This is an optimization exercise on Yosys and OpenROAD, whose aim is small area, a short achievable clock period and few clock cycles per item, not a production implementation. Function was not checked in any run shown here: the RTL went through the layout flow alone. Power is estimated from default activity; no workload was simulated.

<file path="flow/flow/run.sh">
#!/bin/bash
# Layout flow: the standard ORFS flow, with two changes.
#  1. Synthesis is ORFS's own script (with the standard flow's -nofsm -noshare wrapper,
#     flatten and renaming, as in synth_recipe.tcl), but ABC maps with the
#     script in flow/abc.script and full/half adder extraction can be skipped.
#  2. The port buffers inserted during placement are buf cells instead of
#     the slow clkdlybuf cells that buffer_ports picks by default.
# Settings come from flow/params.sh. Each tool's output goes to its own log.
set -euo pipefail
HERE=$(pwd)
source "$HERE/flow/params.sh"
export MY_ABC_SCRIPT="$HERE/flow/abc.script"
export MY_NOFA
export BUFFER_PORTS_ARGS="-buffer_cell $PORT_BUFFER"
sed "s#SYNTH_SCRIPT=[^ ]*#SYNTH_SCRIPT=$HERE/flow/synth.tcl#" standard.sh > my_standard.sh
bash my_standard.sh finish > flow_make.log 2>&1
</file>
<file path="flow/flow/abc.script">
strash
dch
map -D 1000
topo
stime -c
</file>
<file path="flow/flow/params.sh">
MY_NOFA=1
PORT_BUFFER=sky130_fd_sc_hd__buf_1
</file>
<file path="flow/flow/synth.tcl">
# synth_recipe.tcl with two hooks: abc runs flow/abc.script (MY_ABC_SCRIPT),
# and extract_fa is skipped when MY_NOFA is 1.
proc synth {args} { yosys synth -nofsm -noshare {*}$args }
proc abc {args} {
  set out {}
  set skip 0
  foreach a $args {
    if {$skip} { set skip 0; continue }
    if {$a eq "-script" || $a eq "-D"} { set skip 1; continue }
    lappend out $a
  }
  lappend out -script $::env(MY_ABC_SCRIPT)
  yosys abc {*}$out
}
if {$::env(MY_NOFA)} { proc extract_fa {args} {} }
source $::env(SCRIPTS_DIR)/synth.tcl
# left out here: clear keep_hierarchy, flatten, clean up, hide names made inside functions, write 1_2_yosys.v
</file>
<file path="flow/standard.sh">
#!/bin/bash
# synth_recipe.tcl (not shown) runs the flow's synth.tcl, then flattens the netlist and writes it again
# the make line also repeats each setting of config.mk as NAME=value (left out here)
make -C /OpenROAD-flow-scripts/flow DESIGN_CONFIG=/design/flow/config.mk WORK_HOME=/design/flow/orfs CLKGATE_MAP_FILE= SYNTH_SCRIPT=/design/flow/synth_recipe.tcl "${@:-finish}"
</file>
<file path="flow/config.mk">
export PLATFORM = sky130hd
export DESIGN_NAME = sqrt_mult_system
export DESIGN_NICKNAME = sqrt_mult_system
export VERILOG_FILES = /design/flow/design.v
export SDC_FILE = /design/flow/constraint.sdc
export NUM_CORES = 4
export LEC_CHECK = 0
export CAP_MARGIN = 20
export CORE_MARGIN = 2
export CORE_UTILIZATION = 40
export SETUP_SLACK_MARGIN = 2.0
export SLEW_MARGIN = 20
</file>
<file path="flow/constraint.sdc">
create_clock -name core_clock -period 5.0 [get_ports {clk_i}]
set_input_delay 1.0000 -clock core_clock [delete_from_list [all_inputs] [get_ports {clk_i}]]
set_output_delay 1.0000 -clock core_clock [all_outputs]
set_load 0.01 [all_outputs]
</file>
<file path="flow/design.v">
module sqrt_mult_system (
    input clk_i,
    input rst_i,
    input start_i,
    input [7:0] a_bi,
    input [7:0] b_bi,
    output [15:0] result,
    output done
);
    wire [18:0] d;
    wire p000;
    wire p001;
    wire p002;
    wire p003;
    wire p004;
    wire p005;
    wire p006;
    wire p007;
    wire p008;
    wire p009;
    wire p010;
    wire p011;
    wire p012;
    wire p013;
    wire p014;
    wire p015;
    wire p016;
    wire p017;
    wire p018;
    wire p019;
    wire p020;
    wire p021;
    wire p022;
    wire p023;
    wire p024;
    wire p025;
    wire p026;
    wire p027;
    wire p028;
    wire p029;
    wire p030;
    wire p031;
    wire p032;
    wire p033;
    wire p034;
    wire p035;
    wire p036;
    wire p037;
    wire p038;
    wire p039;
    wire p040;
    wire p041;
    wire p042;
    wire p043;
    wire p044;
    wire p045;
    wire p046;
    wire p047;
    wire p048;
    wire p049;
    wire p050;
    wire p051;
    wire p052;
    wire p053;
    wire p054;
    wire p055;
    wire p056;
    wire p057;
    wire p058;
    wire p059;
    wire p060;
    wire p061;
    wire p062;
    wire p063;
    wire p064;
    wire p065;
    wire p066;
    wire p067;
    wire p068;
    wire p069;
    wire p070;
    wire p071;
    wire p072;
    wire p073;
    wire p074;
    wire p075;
    wire p076;
    wire p077;
    wire p078;
    wire p079;
    wire p080;
    wire p081;
    wire p082;
    wire p083;
    wire p084;
    wire p085;
    wire p086;
    wire p087;
    wire p088;
    wire p089;
    wire p090;
    wire p091;
    wire p092;
    wire p093;
    wire p094;
    wire p095;
    wire p096;
    wire p097;
    wire p098;
    wire p099;
    wire p100;
    wire p101;
    wire p102;
    wire p103;
    wire p104;
    wire p105;
    wire p106;
    wire p107;
    wire p108;
    wire p109;
    wire p110;
    wire p111;
    wire p112;
    wire p113;
    wire p114;
    wire p115;
    wire p116;
    wire p117;
    wire p118;
    wire p119;
    wire p120;
    wire p121;
    wire p122;
    wire p123;
    wire p124;
    wire p125;
    wire p126;
    wire p127;
    wire p128;
    wire p129;
    wire p130;
    wire p131;
    wire p132;
    wire p133;
    wire p134;
    wire p135;
    wire p136;
    wire p137;
    wire p138;
    wire p139;
    wire p140;
    wire p141;
    wire p142;
    wire p143;
    wire p144;
    wire p145;
    wire p146;
    wire p147;
    wire p148;
    wire p149;
    wire p150;
    wire p151;
    wire p152;
    wire p153;
    wire p154;
    wire p155;
    wire p156;
    wire p157;
    wire p158;
    wire p159;
    wire p160;
    wire p161;
    wire p162;
    wire p163;
    wire p164;
    wire p165;
    wire p166;
    wire p167;
    wire p168;
    wire p169;
    wire p170;
    wire p171;
    wire p172;
    wire p173;
    wire p174;
    wire p175;
    wire p176;
    wire p177;
    wire p178;
    wire p179;
    wire p180;
    wire p181;
    wire p182;
    wire p183;
    wire p184;
    wire p185;
    wire p186;
    wire p187;
    wire p188;
    wire p189;
    wire p190;
    wire p191;
    wire p192;
    wire p193;
    wire p194;
    wire p195;
    wire p196;
    wire p197;
    wire p198;
    wire p199;
    wire p200;
    wire p201;
    wire p202;
    wire p203;
    wire p204;
    wire p205;
    wire p206;
    wire p207;
    wire p208;
    wire p209;
    wire p210;
    wire p211;
    wire p212;
    wire p213;
    wire p214;
    wire p215;
    wire p216;
    wire p217;
    wire p218;
    wire p219;
    wire p220;
    wire p221;
    wire p222;
    wire p223;
    wire p224;
    wire p225;
    wire p226;
    wire p227;
    wire p228;
    wire p229;
    wire p230;
    wire p231;
    wire p232;
    wire p233;
    wire p234;
    wire p235;
    wire p236;
    wire p237;
    wire p238;
    wire p239;
    wire p240;
    wire p241;
    wire p242;
    wire p243;
    wire p244;
    wire p245;
    wire p246;
    wire p247;
    wire p248;
    wire p249;
    wire p250;
    wire p251;
    wire p252;
    wire p253;
    wire p254;
    wire p255;
    wire p256;
    wire p257;
    wire p258;
    wire p259;
    wire p260;
    wire p261;
    wire p262;
    wire p263;
    wire p264;
    wire p265;
    wire p266;
    wire p267;
    wire p268;
    wire p269;
    wire p270;
    wire p271;
    wire p272;
    wire p273;
    wire p274;
    wire p275;
    wire p276;
    wire p277;
    wire p278;
    wire p279;
    wire p280;
    wire p281;
    wire p282;
    wire p283;
    wire p284;
    wire p285;
    wire p286;
    wire p287;
    wire p288;
    wire p289;
    wire p290;
    wire p291;
    wire p292;
    wire p293;
    wire p294;
    wire p295;
    wire p296;
    wire p297;
    wire p298;
    wire p299;
    wire p300;
    wire p301;
    wire p302;
    wire p303;
    wire p304;
    wire p305;
    wire p306;
    wire p307;
    wire p308;
    wire p309;
    wire p310;
    wire p311;
    wire p312;
    wire p313;
    wire p314;
    wire p315;
    wire p316;
    wire p317;
    wire p318;
    wire p319;
    wire p320;
    wire p321;
    wire p322;
    wire p323;
    wire p324;
    wire p325;
    wire p326;
    wire p327;
    wire p328;
    wire p329;
    wire p330;
    wire p331;
    wire p332;
    wire p333;
    wire p334;
    wire p335;
    wire p336;
    wire p337;
    wire p338;
    wire p339;
    wire p340;
    wire p341;
    wire p342;
    wire p343;
    wire p344;
    wire p345;
    wire p346;
    wire p347;
    wire p348;
    wire hv6;
    wire hv5;
    wire hv4;
    wire hv3;
    wire hv2;
    wire lv9;
    wire lv8;
    wire lv7;
    wire lv6;
    wire lv5;
    wire lv4;
    wire lv1;
    wire lv0;
    wire hv7;
    wire hv8;
    wire hv9;
    wire fl_p0;
    wire fl_k0_1g;
    wire fl_x1;
    assign p245 = ~b_bi[6];
    assign p255 = ~b_bi[5];
    assign p266 = ~b_bi[4];
    assign p277 = p266 & p255;
    assign p288 = p277 & p245;
    assign p291 = ~p288;
    assign p292 = p291 & b_bi[7];
    assign p293 = ~p292;
    assign p294 = ~b_bi[7];
    assign p295 = p294 & p245;
    assign p296 = ~p295;
    assign p297 = p296 & p293;
    assign p298 = p297 & a_bi[5];
    assign p299 = ~p298;
    assign p300 = ~p277;
    assign p301 = p295 & p300;
    assign p302 = p301 & a_bi[6];
    assign p303 = ~p302;
    assign p304 = p303 & p299;
    assign p305 = ~a_bi[4];
    assign p306 = ~a_bi[2];
    assign p307 = a_bi[0] & a_bi[1];
    assign p308 = ~p307;
    assign p309 = p308 & p306;
    assign p310 = ~p309;
    assign p311 = p310 & a_bi[3];
    assign p312 = ~p311;
    assign p313 = p312 & p305;
    assign p314 = ~p313;
    assign p315 = p314 & a_bi[5];
    assign p316 = ~p315;
    assign p317 = ~a_bi[5];
    assign p318 = ~a_bi[3];
    assign p319 = a_bi[1] & a_bi[2];
    assign p320 = ~p319;
    assign p321 = p320 & p318;
    assign p322 = ~p321;
    assign p323 = p322 & a_bi[4];
    assign p324 = ~p323;
    assign p325 = p324 & p317;
    assign p326 = ~p325;
    assign p327 = p326 & p316;
    assign p328 = ~p327;
    assign p329 = p328 & a_bi[6];
    assign p330 = ~p329;
    assign p331 = ~a_bi[6];
    assign p332 = p327 & p331;
    assign p333 = ~p332;
    assign p334 = p333 & p330;
    assign p335 = ~p334;
    assign p336 = p335 & p292;
    assign p337 = ~p336;
    assign p338 = p337 & p304;
    assign hv6 = ~p338;
    assign p339 = p297 & a_bi[4];
    assign p340 = ~p339;
    assign p341 = p301 & a_bi[5];
    assign p342 = ~p341;
    assign p343 = p342 & p340;
    assign p344 = p324 & p314;
    assign p345 = p344 & a_bi[5];
    assign p346 = ~p345;
    assign p347 = ~p344;
    assign p348 = p347 & p317;
    assign p000 = ~p348;
    assign p001 = p000 & p346;
    assign p002 = p001 & p292;
    assign p003 = ~p002;
    assign p004 = p003 & p343;
    assign hv5 = ~p004;
    assign p005 = p297 & a_bi[3];
    assign p006 = ~p005;
    assign p007 = p301 & a_bi[4];
    assign p008 = ~p007;
    assign p009 = p008 & p006;
    assign p010 = p322 & p312;
    assign p011 = p010 & a_bi[4];
    assign p012 = ~p011;
    assign p013 = ~p010;
    assign p014 = p013 & p305;
    assign p015 = ~p014;
    assign p016 = p015 & p012;
    assign p017 = p016 & p292;
    assign p018 = ~p017;
    assign p019 = p018 & p009;
    assign hv4 = ~p019;
    assign p020 = p297 & a_bi[2];
    assign p021 = ~p020;
    assign p022 = p301 & a_bi[3];
    assign p023 = ~p022;
    assign p024 = p023 & p021;
    assign p025 = p320 & p310;
    assign p026 = p025 & a_bi[3];
    assign p027 = ~p026;
    assign p028 = ~p025;
    assign p029 = p028 & p318;
    assign p030 = ~p029;
    assign p031 = p030 & p027;
    assign p032 = p031 & p292;
    assign p033 = ~p032;
    assign p034 = p033 & p024;
    assign hv3 = ~p034;
    assign p035 = ~p301;
    assign p036 = p035 & p293;
    assign p037 = ~p036;
    assign p038 = p037 & a_bi[2];
    assign p039 = p037 & a_bi[0];
    assign p040 = ~p039;
    assign p041 = p296 & a_bi[1];
    assign p042 = p041 & p040;
    assign p043 = ~p042;
    assign p044 = p043 & p038;
    assign p045 = ~p044;
    assign p046 = ~p038;
    assign p047 = p042 & p046;
    assign p048 = ~p047;
    assign p049 = p048 & p045;
    assign hv2 = ~p049;
    assign p050 = p316 & p331;
    assign p051 = ~p050;
    assign p052 = p051 & a_bi[7];
    assign p053 = b_bi[7] & b_bi[6];
    assign p054 = ~p053;
    assign p055 = p295 & b_bi[4];
    assign p056 = ~p055;
    assign p057 = p056 & p054;
    assign p058 = ~p057;
    assign p059 = ~b_bi[1];
    assign p060 = ~b_bi[0];
    assign p061 = p060 & p059;
    assign p062 = ~b_bi[3];
    assign p063 = ~b_bi[2];
    assign p064 = p063 & p062;
    assign p065 = p064 & p061;
    assign p066 = ~p065;
    assign p067 = p066 & b_bi[5];
    assign p068 = p067 & p058;
    assign p069 = ~p068;
    assign p070 = p063 & p294;
    assign p071 = p070 & p061;
    assign p072 = ~p071;
    assign p073 = p062 & p294;
    assign p074 = ~p073;
    assign p075 = p074 & p072;
    assign p076 = b_bi[4] & b_bi[5];
    assign p077 = p076 & b_bi[6];
    assign p078 = ~p077;
    assign p079 = p078 & p291;
    assign p080 = ~p079;
    assign p081 = p080 & p075;
    assign p082 = ~p081;
    assign p083 = p082 & p069;
    assign p084 = ~p083;
    assign lv9 = p084 & p052;
    assign p085 = p063 & p266;
    assign p086 = p085 & p061;
    assign p087 = ~p086;
    assign p088 = p062 & p266;
    assign p089 = ~p088;
    assign p090 = p089 & p087;
    assign p091 = p245 & b_bi[5];
    assign p092 = p091 & b_bi[7];
    assign p093 = p092 & p090;
    assign p094 = ~p093;
    assign p095 = p063 & p245;
    assign p096 = p095 & p061;
    assign p097 = ~p096;
    assign p098 = p294 & b_bi[6];
    assign p099 = ~p098;
    assign p100 = b_bi[7] & p245;
    assign p101 = ~p100;
    assign p102 = p101 & p099;
    assign p103 = p102 & p097;
    assign p104 = p064 & p277;
    assign p105 = p104 & p103;
    assign p106 = ~p105;
    assign p107 = p106 & p094;
    assign p108 = b_bi[3] & b_bi[6];
    assign p109 = b_bi[4] & p255;
    assign p110 = p109 & p108;
    assign p111 = ~p110;
    assign p112 = p061 & p063;
    assign p113 = ~p112;
    assign p114 = p062 & p245;
    assign p115 = ~p114;
    assign p116 = p115 & p109;
    assign p117 = p116 & p113;
    assign p118 = ~p117;
    assign p119 = p118 & p111;
    assign p120 = p266 & b_bi[5];
    assign p121 = p120 & p064;
    assign p122 = ~p121;
    assign p123 = p122 & p119;
    assign p124 = ~p123;
    assign p125 = p124 & p294;
    assign p126 = ~p125;
    assign p127 = p126 & p107;
    assign p128 = p294 & b_bi[4];
    assign p129 = p128 & p108;
    assign p130 = ~p129;
    assign p131 = p128 & p115;
    assign p132 = p131 & p113;
    assign p133 = ~p132;
    assign p134 = p133 & p130;
    assign p135 = p294 & b_bi[5];
    assign p136 = ~p135;
    assign p137 = p136 & p054;
    assign p138 = ~p064;
    assign p139 = p138 & p295;
    assign p140 = p139 & p266;
    assign p141 = ~p140;
    assign p142 = p141 & p137;
    assign p143 = p142 & p134;
    assign p144 = ~p143;
    assign p145 = p144 & p083;
    assign p146 = p145 & p127;
    assign p147 = p146 & a_bi[7];
    assign p148 = ~p147;
    assign p149 = ~p052;
    assign p150 = ~a_bi[7];
    assign p151 = p326 & a_bi[6];
    assign p152 = ~p151;
    assign p153 = p152 & p150;
    assign p154 = ~p153;
    assign p155 = p154 & p149;
    assign p156 = p155 & p084;
    assign p157 = ~p156;
    assign p158 = p157 & p148;
    assign lv8 = ~p158;
    assign p159 = p152 & p051;
    assign p160 = p159 & a_bi[7];
    assign p161 = ~p160;
    assign p162 = ~p159;
    assign p163 = p162 & p150;
    assign p164 = ~p163;
    assign p165 = p164 & p161;
    assign p166 = p165 & p084;
    assign p167 = ~p166;
    assign p168 = ~p127;
    assign p169 = p168 & a_bi[7];
    assign p170 = ~p169;
    assign p171 = p170 & p167;
    assign p172 = p146 & a_bi[6];
    assign p173 = ~p172;
    assign p174 = p173 & p171;
    assign lv7 = ~p174;
    assign p175 = p168 & a_bi[6];
    assign p176 = ~p175;
    assign p177 = p084 & p335;
    assign p178 = ~p177;
    assign p179 = p178 & p176;
    assign p180 = p146 & a_bi[5];
    assign p181 = ~p180;
    assign p182 = p181 & p179;
    assign lv6 = ~p182;
    assign p183 = p168 & a_bi[5];
    assign p184 = ~p183;
    assign p185 = p084 & p001;
    assign p186 = ~p185;
    assign p187 = p186 & p184;
    assign p188 = p146 & a_bi[4];
    assign p189 = ~p188;
    assign p190 = p189 & p187;
    assign lv5 = ~p190;
    assign p191 = p168 & a_bi[4];
    assign p192 = ~p191;
    assign p193 = p084 & p016;
    assign p194 = ~p193;
    assign p195 = p194 & p192;
    assign p196 = p146 & a_bi[3];
    assign p197 = ~p196;
    assign p198 = p197 & p195;
    assign lv4 = ~p198;
    assign p199 = ~p146;
    assign p200 = ~a_bi[1];
    assign p201 = p084 & p200;
    assign p202 = ~p201;
    assign p203 = p202 & p199;
    assign p204 = ~p203;
    assign p205 = p204 & a_bi[0];
    assign p206 = ~p205;
    assign p207 = ~a_bi[0];
    assign p208 = p084 & p207;
    assign p209 = ~p208;
    assign p210 = p209 & p127;
    assign p211 = ~p210;
    assign p212 = p211 & a_bi[1];
    assign p213 = ~p212;
    assign p214 = p213 & p206;
    assign lv1 = ~p214;
    assign p215 = p127 & p083;
    assign p216 = ~p215;
    assign lv0 = p216 & a_bi[0];
    assign p217 = p297 & a_bi[6];
    assign p218 = ~p217;
    assign p219 = p301 & a_bi[7];
    assign p220 = ~p219;
    assign p221 = p220 & p218;
    assign p222 = p165 & p292;
    assign p223 = ~p222;
    assign p224 = p223 & p221;
    assign hv7 = ~p224;
    assign p225 = p155 & p292;
    assign p226 = ~p225;
    assign p227 = p297 & a_bi[7];
    assign p228 = ~p227;
    assign p229 = p228 & p226;
    assign hv8 = ~p229;
    assign hv9 = p052 & p292;
    assign p230 = p207 & a_bi[1];
    assign p231 = p230 & p084;
    assign p232 = ~p231;
    assign p233 = p232 & p306;
    assign p234 = ~p233;
    assign p235 = p208 & p319;
    assign p236 = ~p235;
    assign p237 = p236 & p234;
    assign p238 = p237 & p216;
    assign p239 = ~p238;
    assign p240 = p146 & a_bi[1];
    assign p241 = ~p240;
    assign p242 = p241 & p239;
    assign p243 = ~p242;
    assign p244 = p243 & p039;
    assign p246 = ~p244;
    assign p247 = p242 & p040;
    assign p248 = ~p247;
    assign fl_p0 = p248 & p246;
    assign p249 = p296 & a_bi[0];
    assign p250 = p037 & a_bi[1];
    assign p251 = ~p250;
    assign p252 = p251 & p249;
    assign p253 = ~p252;
    assign p254 = ~p249;
    assign p256 = p250 & p254;
    assign p257 = ~p256;
    assign p258 = p257 & p253;
    assign p259 = a_bi[3] & p294;
    assign p260 = p259 & p124;
    assign p261 = ~p260;
    assign p262 = ~p107;
    assign p263 = p262 & a_bi[3];
    assign p264 = ~p263;
    assign p265 = p264 & p261;
    assign p267 = p084 & p031;
    assign p268 = ~p267;
    assign p269 = p268 & p265;
    assign p270 = p145 & a_bi[2];
    assign p271 = p270 & p127;
    assign p272 = ~p271;
    assign p273 = p272 & p269;
    assign p274 = ~p273;
    assign p275 = p274 & p258;
    assign p276 = ~p275;
    assign p278 = ~p258;
    assign p279 = p273 & p278;
    assign p280 = ~p279;
    assign p281 = p280 & p276;
    assign p282 = ~p281;
    assign p283 = p282 & p244;
    assign p284 = ~p283;
    assign p285 = p274 & p278;
    assign p286 = ~p285;
    assign p287 = p286 & p284;
    assign fl_k0_1g = ~p287;
    assign p289 = p281 & p246;
    assign p290 = ~p289;
    assign fl_x1 = p290 & p284;
    assign d = { hv9, hv8, hv7, hv6, hv5, hv4, hv3, hv2, lv9, lv8, lv7, lv6, lv5, lv4, fl_k0_1g, fl_x1, fl_p0, lv1, lv0 };
    reg        done_r;
    reg [3:0] res_lo;
    reg        cy_r;
    reg [5:0] up_lo;
    reg [7:0] up_hi;
    always @(posedge clk_i) begin
        done_r <= start_i & ~rst_i;
        {up_hi, up_lo, cy_r, res_lo} <= d;
    end
    wire [7:0] u;
    wire q000;
    wire q001;
    wire q002;
    wire q003;
    wire q004;
    wire q005;
    wire q006;
    wire q007;
    wire q008;
    wire q009;
    wire q010;
    wire q011;
    wire q012;
    wire q013;
    wire q014;
    wire q015;
    wire q016;
    wire q017;
    wire q018;
    wire q019;
    wire q020;
    wire q021;
    wire q022;
    wire q023;
    wire q024;
    wire q025;
    wire q026;
    wire q027;
    wire q028;
    wire q029;
    wire q030;
    wire q031;
    wire q032;
    wire q033;
    wire q034;
    wire q035;
    wire q036;
    wire q037;
    wire q038;
    wire q039;
    wire q040;
    wire q041;
    wire q042;
    wire q043;
    wire q044;
    wire q045;
    wire q046;
    wire q047;
    wire q048;
    wire q049;
    wire q050;
    wire q051;
    wire q052;
    wire q053;
    wire q054;
    wire q055;
    wire q056;
    wire q057;
    wire q058;
    wire q059;
    wire q060;
    wire q061;
    wire q062;
    wire q063;
    wire q064;
    wire q065;
    wire q066;
    wire q067;
    wire q068;
    wire q069;
    wire q070;
    wire q071;
    wire q072;
    wire q073;
    wire q074;
    wire q075;
    wire q076;
    wire q077;
    wire q078;
    wire q079;
    wire q080;
    wire q081;
    wire q082;
    wire q083;
    wire q084;
    wire q085;
    wire q086;
    wire q087;
    wire q088;
    wire q089;
    wire q090;
    wire q091;
    wire q092;
    wire q093;
    wire q094;
    wire q095;
    wire q096;
    wire q097;
    wire q098;
    wire q099;
    wire q100;
    wire q101;
    wire q102;
    wire q103;
    wire q104;
    wire q105;
    wire q106;
    wire q107;
    wire q108;
    wire q109;
    wire q110;
    wire q111;
    wire q112;
    wire q113;
    wire q114;
    wire q115;
    wire q116;
    wire q117;
    wire q118;
    wire q119;
    wire q120;
    wire q121;
    wire q122;
    wire q123;
    wire q124;
    wire q125;
    wire q126;
    wire q127;
    wire q128;
    wire q129;
    wire q130;
    wire q131;
    wire q132;
    wire q133;
    wire q134;
    wire q135;
    wire q136;
    wire q137;
    wire q138;
    wire q139;
    wire q140;
    wire q141;
    wire q142;
    wire q143;
    wire q144;
    wire q145;
    wire q146;
    wire q147;
    wire q148;
    wire q149;
    wire q150;
    wire q151;
    wire q152;
    wire q153;
    wire q154;
    wire q155;
    wire fu_x0;
    wire fu_x1;
    wire fu_x2;
    wire fu_x3;
    wire fu_x4;
    wire fu_x5;
    wire fu_x6;
    wire fu_x7;
    assign q084 = ~cy_r;
    assign q085 = q084 & up_lo[0];
    assign q086 = ~q085;
    assign q087 = ~up_lo[0];
    assign q088 = cy_r & q087;
    assign q089 = ~q088;
    assign q090 = q089 & q086;
    assign q091 = ~q090;
    assign q092 = q091 & up_hi[0];
    assign q093 = ~q092;
    assign q094 = ~up_hi[0];
    assign q095 = q090 & q094;
    assign q096 = ~q095;
    assign fu_x0 = q096 & q093;
    assign q097 = cy_r & up_lo[0];
    assign q098 = ~q097;
    assign q099 = q084 & q087;
    assign q100 = ~q099;
    assign q101 = q100 & up_hi[0];
    assign q102 = ~q101;
    assign q103 = q102 & q098;
    assign q104 = ~q103;
    assign q105 = ~up_hi[1];
    assign q106 = ~up_lo[1];
    assign q107 = q106 & q105;
    assign q108 = ~q107;
    assign q109 = up_lo[1] & up_hi[1];
    assign q110 = ~q109;
    assign q111 = q110 & q108;
    assign q112 = q111 & q104;
    assign q113 = ~q112;
    assign q114 = ~q111;
    assign q115 = q114 & q103;
    assign q116 = ~q115;
    assign fu_x1 = q116 & q113;
    assign q117 = q110 & q098;
    assign q118 = q117 & q102;
    assign q119 = ~q118;
    assign q120 = q119 & q108;
    assign q121 = ~up_hi[2];
    assign q122 = ~up_lo[2];
    assign q123 = q122 & q121;
    assign q124 = ~q123;
    assign q125 = up_lo[2] & up_hi[2];
    assign q126 = ~q125;
    assign q127 = q126 & q124;
    assign q128 = q127 & q120;
    assign q129 = ~q128;
    assign q130 = ~q120;
    assign q131 = ~q127;
    assign q132 = q131 & q130;
    assign q133 = ~q132;
    assign fu_x2 = q133 & q129;
    assign q134 = q127 & q111;
    assign q135 = q134 & q104;
    assign q136 = ~q135;
    assign q137 = q124 & q109;
    assign q138 = ~q137;
    assign q139 = q138 & q126;
    assign q140 = q139 & q136;
    assign q141 = ~up_lo[3];
    assign q142 = q141 & up_hi[3];
    assign q143 = ~q142;
    assign q144 = ~up_hi[3];
    assign q145 = up_lo[3] & q144;
    assign q146 = ~q145;
    assign q147 = q146 & q143;
    assign q148 = ~q147;
    assign q149 = q148 & q140;
    assign q150 = ~q149;
    assign q151 = ~q140;
    assign q152 = q147 & q151;
    assign q153 = ~q152;
    assign q154 = q153 & q150;
    assign fu_x3 = ~q154;
    assign q155 = ~up_hi[4];
    assign q000 = ~up_lo[4];
    assign q001 = q000 & q155;
    assign q002 = ~q001;
    assign q003 = up_lo[4] & up_hi[4];
    assign q004 = ~q003;
    assign q005 = q004 & q002;
    assign q006 = ~q005;
    assign q007 = q141 & q144;
    assign q008 = ~q007;
    assign q009 = up_lo[3] & up_hi[3];
    assign q010 = ~q009;
    assign q011 = q010 & q126;
    assign q012 = ~q011;
    assign q013 = q012 & q008;
    assign q014 = ~q013;
    assign q015 = q148 & q127;
    assign q016 = q015 & q120;
    assign q017 = ~q016;
    assign q018 = q017 & q014;
    assign q019 = ~q018;
    assign q020 = q019 & q006;
    assign q021 = ~q020;
    assign q022 = q018 & q005;
    assign q023 = ~q022;
    assign q024 = q023 & q021;
    assign fu_x4 = ~q024;
    assign q025 = ~up_hi[5];
    assign q026 = ~up_lo[5];
    assign q027 = q026 & q025;
    assign q028 = ~q027;
    assign q029 = up_lo[5] & up_hi[5];
    assign q030 = ~q029;
    assign q031 = q030 & q028;
    assign q032 = ~q031;
    assign q033 = q010 & q004;
    assign q034 = ~q033;
    assign q035 = q034 & q002;
    assign q036 = ~q035;
    assign q037 = q005 & q148;
    assign q038 = ~q037;
    assign q039 = q038 & q036;
    assign q040 = ~q039;
    assign q041 = q036 & q139;
    assign q042 = q041 & q136;
    assign q043 = ~q042;
    assign q044 = q043 & q040;
    assign q045 = q044 & q032;
    assign q046 = ~q045;
    assign q047 = ~q044;
    assign q048 = q047 & q031;
    assign q049 = ~q048;
    assign q050 = q049 & q046;
    assign fu_x5 = ~q050;
    assign q051 = q031 & q003;
    assign q052 = ~q051;
    assign q053 = q052 & q030;
    assign q054 = q031 & q005;
    assign q055 = q054 & q013;
    assign q056 = ~q055;
    assign q057 = q056 & q053;
    assign q058 = q054 & q015;
    assign q059 = q058 & q120;
    assign q060 = ~q059;
    assign q061 = q060 & q057;
    assign q062 = ~q061;
    assign q063 = q062 & up_hi[6];
    assign q064 = ~q063;
    assign q065 = ~up_hi[6];
    assign q066 = q061 & q065;
    assign q067 = ~q066;
    assign fu_x6 = q067 & q064;
    assign q068 = up_hi[7] & up_hi[6];
    assign q069 = q068 & q062;
    assign q070 = ~q069;
    assign q071 = q031 & up_hi[6];
    assign q072 = q071 & q037;
    assign q073 = q072 & q151;
    assign q074 = ~q073;
    assign q075 = ~up_hi[7];
    assign q076 = q071 & q035;
    assign q077 = ~q076;
    assign q078 = q029 & up_hi[6];
    assign q079 = ~q078;
    assign q080 = q079 & q077;
    assign q081 = q080 & q075;
    assign q082 = q081 & q074;
    assign q083 = ~q082;
    assign fu_x7 = q083 & q070;
    assign u = { fu_x7, fu_x6, fu_x5, fu_x4, fu_x3, fu_x2, fu_x1, fu_x0 };
    assign result = {4'b0, u, res_lo};
    assign done   = done_r;
endmodule
</file>
==> notes.md, run 1 <==
status finished clean; die width 64.1 µm; P&R area growth vs syn 13.5%; CTS clk-pin slew, worst paths 100 ps; share of cells above drive strength 1 0.0930; Synth Area in Compound Gates 0.208; mapped cell area 1450 µm²; final worst slack 2100 ps; routed via count 1596; final hold slack 837 ps; row count 21; Finished Layout Cells 304; IR Drop Worst-Case VDD 177 µV; DP Cell Count 295; CP max-delay cell dfxtp_2; largest net degree at the start of global routing 12; Slew Limit Fails 0; final net count 278; synthesized area per cell 6.37 µm²; first-pass GRT wire length 5.91 mm; total power draw 0.494 mW; final core occ 0.481; Max clock buf depth 2; CP required 4000 ps; initial antenna violation count 0; multi-input logic area 896 µm²; number of remaining DRC errors 0; Total GRT Usage 0.175; diode count 0; LEAKAGE 0.669 nW; global route overflow 0; leading area contributor after synthesis dfxtp_1; Setup Crit Path Kind reg2out; Vert. Die Dim 64.1 µm; PortBufs 31; Clock Sinks 20; Netlist cell types 24; Setup Slack @ Placement 1830 ps; IO Pins 36; Clk network pwr share 0.181; Synth Area in Simple Gates 0.324; Internal Power 0.310 mW; 1st-iter DRT viols 79; drt pass-1 iters 5; Max Cap Viol 0; Area after DPL 1540 µm²; Layout fillers 400; fin area 1640 µm²; mux contribution to synthesized area 0; Hold Path Origin rst_i; Routability Congestion 0.956; crit share post-route 0.580; PD cells 301 nW/µm²; CTS tree built; Syn. warnings 1; CP max FO 4; largest family of logic cells by synthesized area simple AND/OR/NAND/NOR gates; Arr. time, crit path 1900 ps; Core ar. 3420 µm²; setup tns final 0 ps; worst hold path stage count 2; part of the power in registers 0.391; Switching Fraction 0.372; CP peak stage delay 360 ps; startpoint types flip-flop; WHS Endpoint done_r; Initial Util 0.423; number of CTS-inserted buffers 3; post-synthesis sequential area ratio 0.277; gate count of the mapped netlist 227; min cycle time layout 2900 ps; combinational power share 0.428; crit end category output pin; antenna-violating nets left 0; HPWL after DPL 2.67 mm; endpoints failing setup 0; Max Clk Rate 0.345 GHz; H-tree depth 1; Synth Area in XOR/XNOR 0.0606; Total Wirelength 3.42 mm; NetSw 0.184 mW; Hold Vio Cnt, Final 0; synth top area cells dfxtp_1 28%, nand2_1 15%, clkinv_1 6.5%, nor2_1 6.5%, buf_4 6.2%; Synth top area share 0.277; CTS Hold Buffers Added 0; #FFs+latches synth 20; CTS Root Cell clkbuf_4; drt via density 5.25; RSZ-0062 raised after global routing yes; critical path cell sequence o21ai_1 > nand2_1 > a21oi_2 > o21ai_2 > a21oi_2 > nor2_1 > nor2_1 > buf_4 > o22ai_1 > buf_2; DR WL/cell 11.2 µm; Synth Area in Adders 0; die area 4110 µm²; area occupied by registers 402 µm²; Hold Crit Class in2reg; vias in the first global route 1411
## worst max-delay path by stage
stage	startpoint	endpoint	slack, ps	cells after the start
after floorplan	cy_r	result[11]	2400	10
after global placement	b_bi[7]	res_lo[1]	1810	9
after detailed placement	b_bi[7]	res_lo[1]	1830	9
after CTS	cy_r	result[11]	2010	10
after global routing	cy_r	result[10]	1890	10
final	cy_r	result[11]	2100	10
## per-layer routing
layer / wire length [µm] / vias to the layer above / GRT usage
met2: 1530 / 75 / 0.284
li1: - / 829 / -
met3: 287 / 2 / 0.0317
met4: 14 / 0 / 0.0293
met1: 1590 / 690 / 0.246
met5: 0 / - / 0
## power groups by stage
| stage | clock (mW) | sequential, mW | combinational, mW |
|---|---|---|---|
| 6_report | 0.0894 | 0.193 | 0.211 |
| 5_1_grt | 0.100 | 0.196 | 0.238 |
| 4_1_cts | 0.0939 | 0.193 | 0.198 |
| 3_5_place_dp | 0 | 0.197 | 0.188 |
| 3_3_place_gp | 0 | 0.196 | 0.188 |
| 2_1_floorplan | 0 | 0.197 | 0.167 |
## state kept, by name, summed over array words and instances (netlist names)
register and cells:
cy_r 1, done_r 1, res_lo 4, up_hi 8
up_lo 6
## critical path, delay by kind of cell, from the launching register on
family / cells / cell delay [ps]
DFF: 1 / 360
buffers and inverters: 2 / 260
AOI/OAI and AO/OA: 5 / 650
and+or+nand+nor: 3 / 340
## cells by family after synthesis
logic type / count (synthesis)
other: 1
AO/OA/AOI/OAI: 48
buffers and inverters: 37
AND/OR/NAND/NOR: 111
XOR/XNOR: 10
flip-flops: 20
## cells in the final DEF (no fill, tap or decap), types with 5 or more instances in the layout
cell / count
nand4_1: 8
clkinv_1: 25
nand3_1: 14
nand2_1: 57
a21oi_1: 11
buf_1: 29
dfxtp_1: 19
xor2_1: 7
o21ai_0: 10
nor2_1: 24
buf_4: 5
o221ai_1: 5
## layout make-up
class,instances,share of cell area
Clock buffer,4,0.0221
Timing Repair Buffer,36,0.0953
Multi-Input combinational cell,173,0.546
Tap cell,46,0.0351
Inverter,25,0.0572
Sequential cell,20,0.245
## cell usage after synthesis (all sizes together)
cell type / count
nand4: 8
a31oi: 4
conb: 1
a31o: 1
o22a: 1
a22oi: 3
nor3: 2
nor2: 25
nand2: 57
o221ai: 5
xnor2: 3
o2111ai: 1
a21oi: 14
nor4: 1
buf: 12
or2: 4
xor2: 7
clkinv: 25
o211ai: 3
nand3: 14
dfxtp: 20
o22ai: 3
o21ai: 12
o2111a: 1
## what timing repair did
action,4_1_cts,5_1_grt
buffers inserted,2,3
endpoints found under the hold margin,0,0
pin swaps,3,4
endpoints found under the setup margin,3,11
cloned,0,0
gates resized for setup,5,6
==> run 2, diff against run 1 <==
--- a/flow/config.mk
+++ b/flow/config.mk
@@ -10,3 +10,3 @@
 export CORE_UTILIZATION = 40
-export SETUP_SLACK_MARGIN = 2.0
+export SETUP_SLACK_MARGIN = 2.2
 export SLEW_MARGIN = 20
==> run 2 against run 1 <==
Combinational power is 11% higher. Clock power grew 0.8%. Sequential power barely moved. Fmax grew 2.8%. Global-route usage rose by 0.15 points. Die area did not move. Via count up 0.13%. Power is 5.4% higher. Area after synthesis unchanged. First-iteration DRC count rose by 2.5%. Setup slack improved by 80 ps. Highest routed layer is now met3.
==> notes.md, run 2 <==
Max Clk Rate 0.355 GHz (+2.8%); max FFs per register 8 (unchanged); synth top area cells dfxtp_1 28%, nand2_1 15%, clkinv_1 6.5%, nor2_1 6.5%, buf_4 6.2%; CP max FO 3 (-1); CTS Root Cell clkbuf_4; CP required 4000 ps (about the same); number of CTS-inserted buffers 3 (unchanged); fin area 1740 µm² (+6.3%); LEAKAGE 0.705 nW (+5.4%); initial antenna violation count 0 (unchanged); #FFs+latches synth 20 (unchanged); diode count 0 (unchanged); PortBufs 31 (unchanged); Synth top area share 0.277 (unchanged); Setup Crit Path Kind reg2out; Hold Vio Cnt, Final 0 (unchanged); IO Pins 36 (unchanged); die area 4110 µm² (unchanged); Initial Util 0.423 (unchanged); Vert. Die Dim 64.1 µm (unchanged); Netlist cell types 24 (unchanged); RSZ-0062 raised after global routing yes; multi-input logic area 956 µm² (+6.7%); die width 64.1 µm (unchanged); Most Crowded Layer GR met2; Syn. warnings 1 (unchanged); routed via count 1598 (+0.13%); mapped cell area 1450 µm² (unchanged); HPWL after DPL 2.67 mm (unchanged); met3 global-route usage 0.0335 (+0.00176); final net count 282 (+1.4%); commonest non-fill, non-tap cell in the layout nand2_1; drt via density 5.19 (-1.2%); leading cell type by number of instances after synthesis nand2_1; setup tns final 0 ps (unchanged); leading area contributor after synthesis dfxtp_1; drt pass-1 iters 5 (unchanged); endpoints failing setup 0 (unchanged); crit end category output pin; status finished clean; post-synthesis sequential area ratio 0.277 (unchanged); Arr. time, crit path 1820 ps (-80 ps); Total Wirelength 3.49 mm (+2.1%); 1st-iter DRT viols 81 (+2.5%); Area after DPL 1540 µm² (unchanged); Total GRT Usage 0.177 (+0.00148); crit share post-route 0.564 (-0.0160); ys async rst share 0 (unchanged); Routability Congestion 0.956 (unchanged); CTS tree built; area occupied by registers 408 µm² (+1.6%); min cycle time layout 2820 ps (-80.1 ps); number of remaining DRC errors 0 (unchanged); global route overflow 0 (unchanged); Hold Crit Class in2reg; P&R area growth vs syn 20.6%; antenna-violating nets left 0 (unchanged); H-tree depth 1 (unchanged); most common library cells after synthesis 57 x nand2_1, 25 x clkinv_1, 25 x nor2_1; top_reg_cell synth dfxtp_1; Core ar. 3420 µm² (unchanged); largest net degree at the start of global routing 12 (unchanged); Clock Sinks 20 (unchanged); startpoint types flip-flop; DR WL/cell 11.3 µm (+0.78%); Post-synth EDFFs 0 (unchanged); Max Cap Viol 0 (unchanged); synthesized area per cell 6.37 µm² (unchanged); highest-count cells in the layout ignoring fill and taps 54 x nand2_1, 27 x buf_1, 25 x clkinv_1; share of cells above drive strength 1 0.168 (+0.0749); IR Drop Worst-Case VDD 179 µV (+0.99%); CTS clk-pin slew, worst paths 110 ps (about the same); gate count of the mapped netlist 227 (unchanged); first-pass GRT wire length 5.97 mm (+0.93%); Layout fillers 395 (-1.3%); Slew Limit Fails 0 (unchanged); Global Route met2 Usage 0.296 (+0.0117); row count 21 (unchanged); Max clock buf depth 2 (unchanged); met1 Track Usage GR 0.241 (-0.00543); vias in the first global route 1427 (+1.1%); PD cells 298 nW/µm² (-0.78%); CTS Hold Buffers Added 0 (unchanged)
## run 2: path summary, 6_finish.rpt
check / start / end / slack, ps / cells after the start
worst max-delay path: cy_r / result[11] / 2180 / 10
worst min-delay path: rst_i / done_r / 830 / 2
## run 2: power breakdown
group	internal, mW	switching [mW]
Clock	0.0444	0.0457
Sequential	0.183	0.0119
Combinational	0.0977	0.138
## run 2: metrics by stage
stage | power [mW] | hold WS, ps | utilization | setup WS, ps | instances
final | 0.521 | 834 | 0.511 | 2180 | 308
after global routing | 0.560 | 819 | 0.511 | 2050 | 308
after CTS | 0.494 | 825 | 0.479 | 2100 | 303
after detailed placement | 0.384 | 1150 | 0.451 | 1830 | 295
after global placement | 0.384 | 1150 | 0.451 | 1810 | 295
after floorplan | 0.364 | 1070 | - | 2400 | 230
## run 2: repair_timing
item	in CTS	in global routing
pin swaps	4	10
endpoints found under the setup margin	6	13
gates cloned	0	0
setup buffers	4	5
endpoints found under the hold margin	0	0
resized for setup	12	22
## run 2: area by class of cell
cell class | instances | share of cell area
Clock buffer | 4 | 0.0208
Sequential cell | 20 | 0.234
Multi-Input combinational cell | 173 | 0.548
Inverter | 25 | 0.0538
Timing Repair Buffer | 40 | 0.110
Tap cell | 46 | 0.0330
## run 2: critical path, stage by stage (launching register included)
cell,delay [ps]
dfxtp_4,380
o21ai_2,130
nand2_2,90
a21oi_4,150
o21ai_2,90
a21oi_2,170
nor2_2,70
nor2_2,120
buf_4,130
o22ai_2,50
buf_2,130
## run 2: logic make-up (layout without fill, tap and decap cells)
group / count (synthesis) / after routing / synth area share
XOR/XNOR: 10 / 10 / 0.0606
AO/OA/AOI/OAI: 48 / 48 / 0.208
other: 1 / 4 / 0.00259
buffers and inverters: 37 / 69 / 0.127
AND/OR/NAND/NOR: 111 / 111 / 0.324
flip-flops: 20 / 20 / 0.277
## run 2: layer usage
metal | wire, µm | share of wire | up-vias
met1 | 1610 | 0.46 | 707
met2 | 1640 | 0.47 | 57
met4 | 0 | 0 | 0
met5 | 0 | 0 | -
met3 | 240 | 0.069 | 0
li1 | - | - | 834

[static timing again, ports no longer ideal]
The flow's constraints put no driver on any port. The routed layouts listed below were extracted and timed again, unchanged, in two steps.
Step 1 assumes that a clkbuf_16 drives the clock port and a buf_2 every other input.
Step 2 adds t to the input delays and takes it off the output delays; t is the mean of the earliest and latest rising clock arrival at the registers after step 1. Input paths then give back, and output paths get back, about the clock's delay inside the block.
a / b / c = ideal / step 1 / step 2; a / b = the first two.
| run | t (ns) | setup slack, ns | worst setup path after step 2 | clock arrival spread, ns | slew at the worst register clock pin (ns) |
|---|---|---|---|---|---|
| run 1 | 0.309 | 2.100 / 2.082 / 1.920 | input to register | 0.006 / 0.006 | 0.10 / 0.10 |
| run 2 | 0.310 | 2.181 / 2.162 / 2.068 | input to register | 0.007 / 0.007 | 0.11 / 0.11 |
After both steps every run listed still meets setup and hold. For run 1, which loses most, drivers alone change the setup slack by -0.018 ns; drivers and shift together by -0.180 ns.
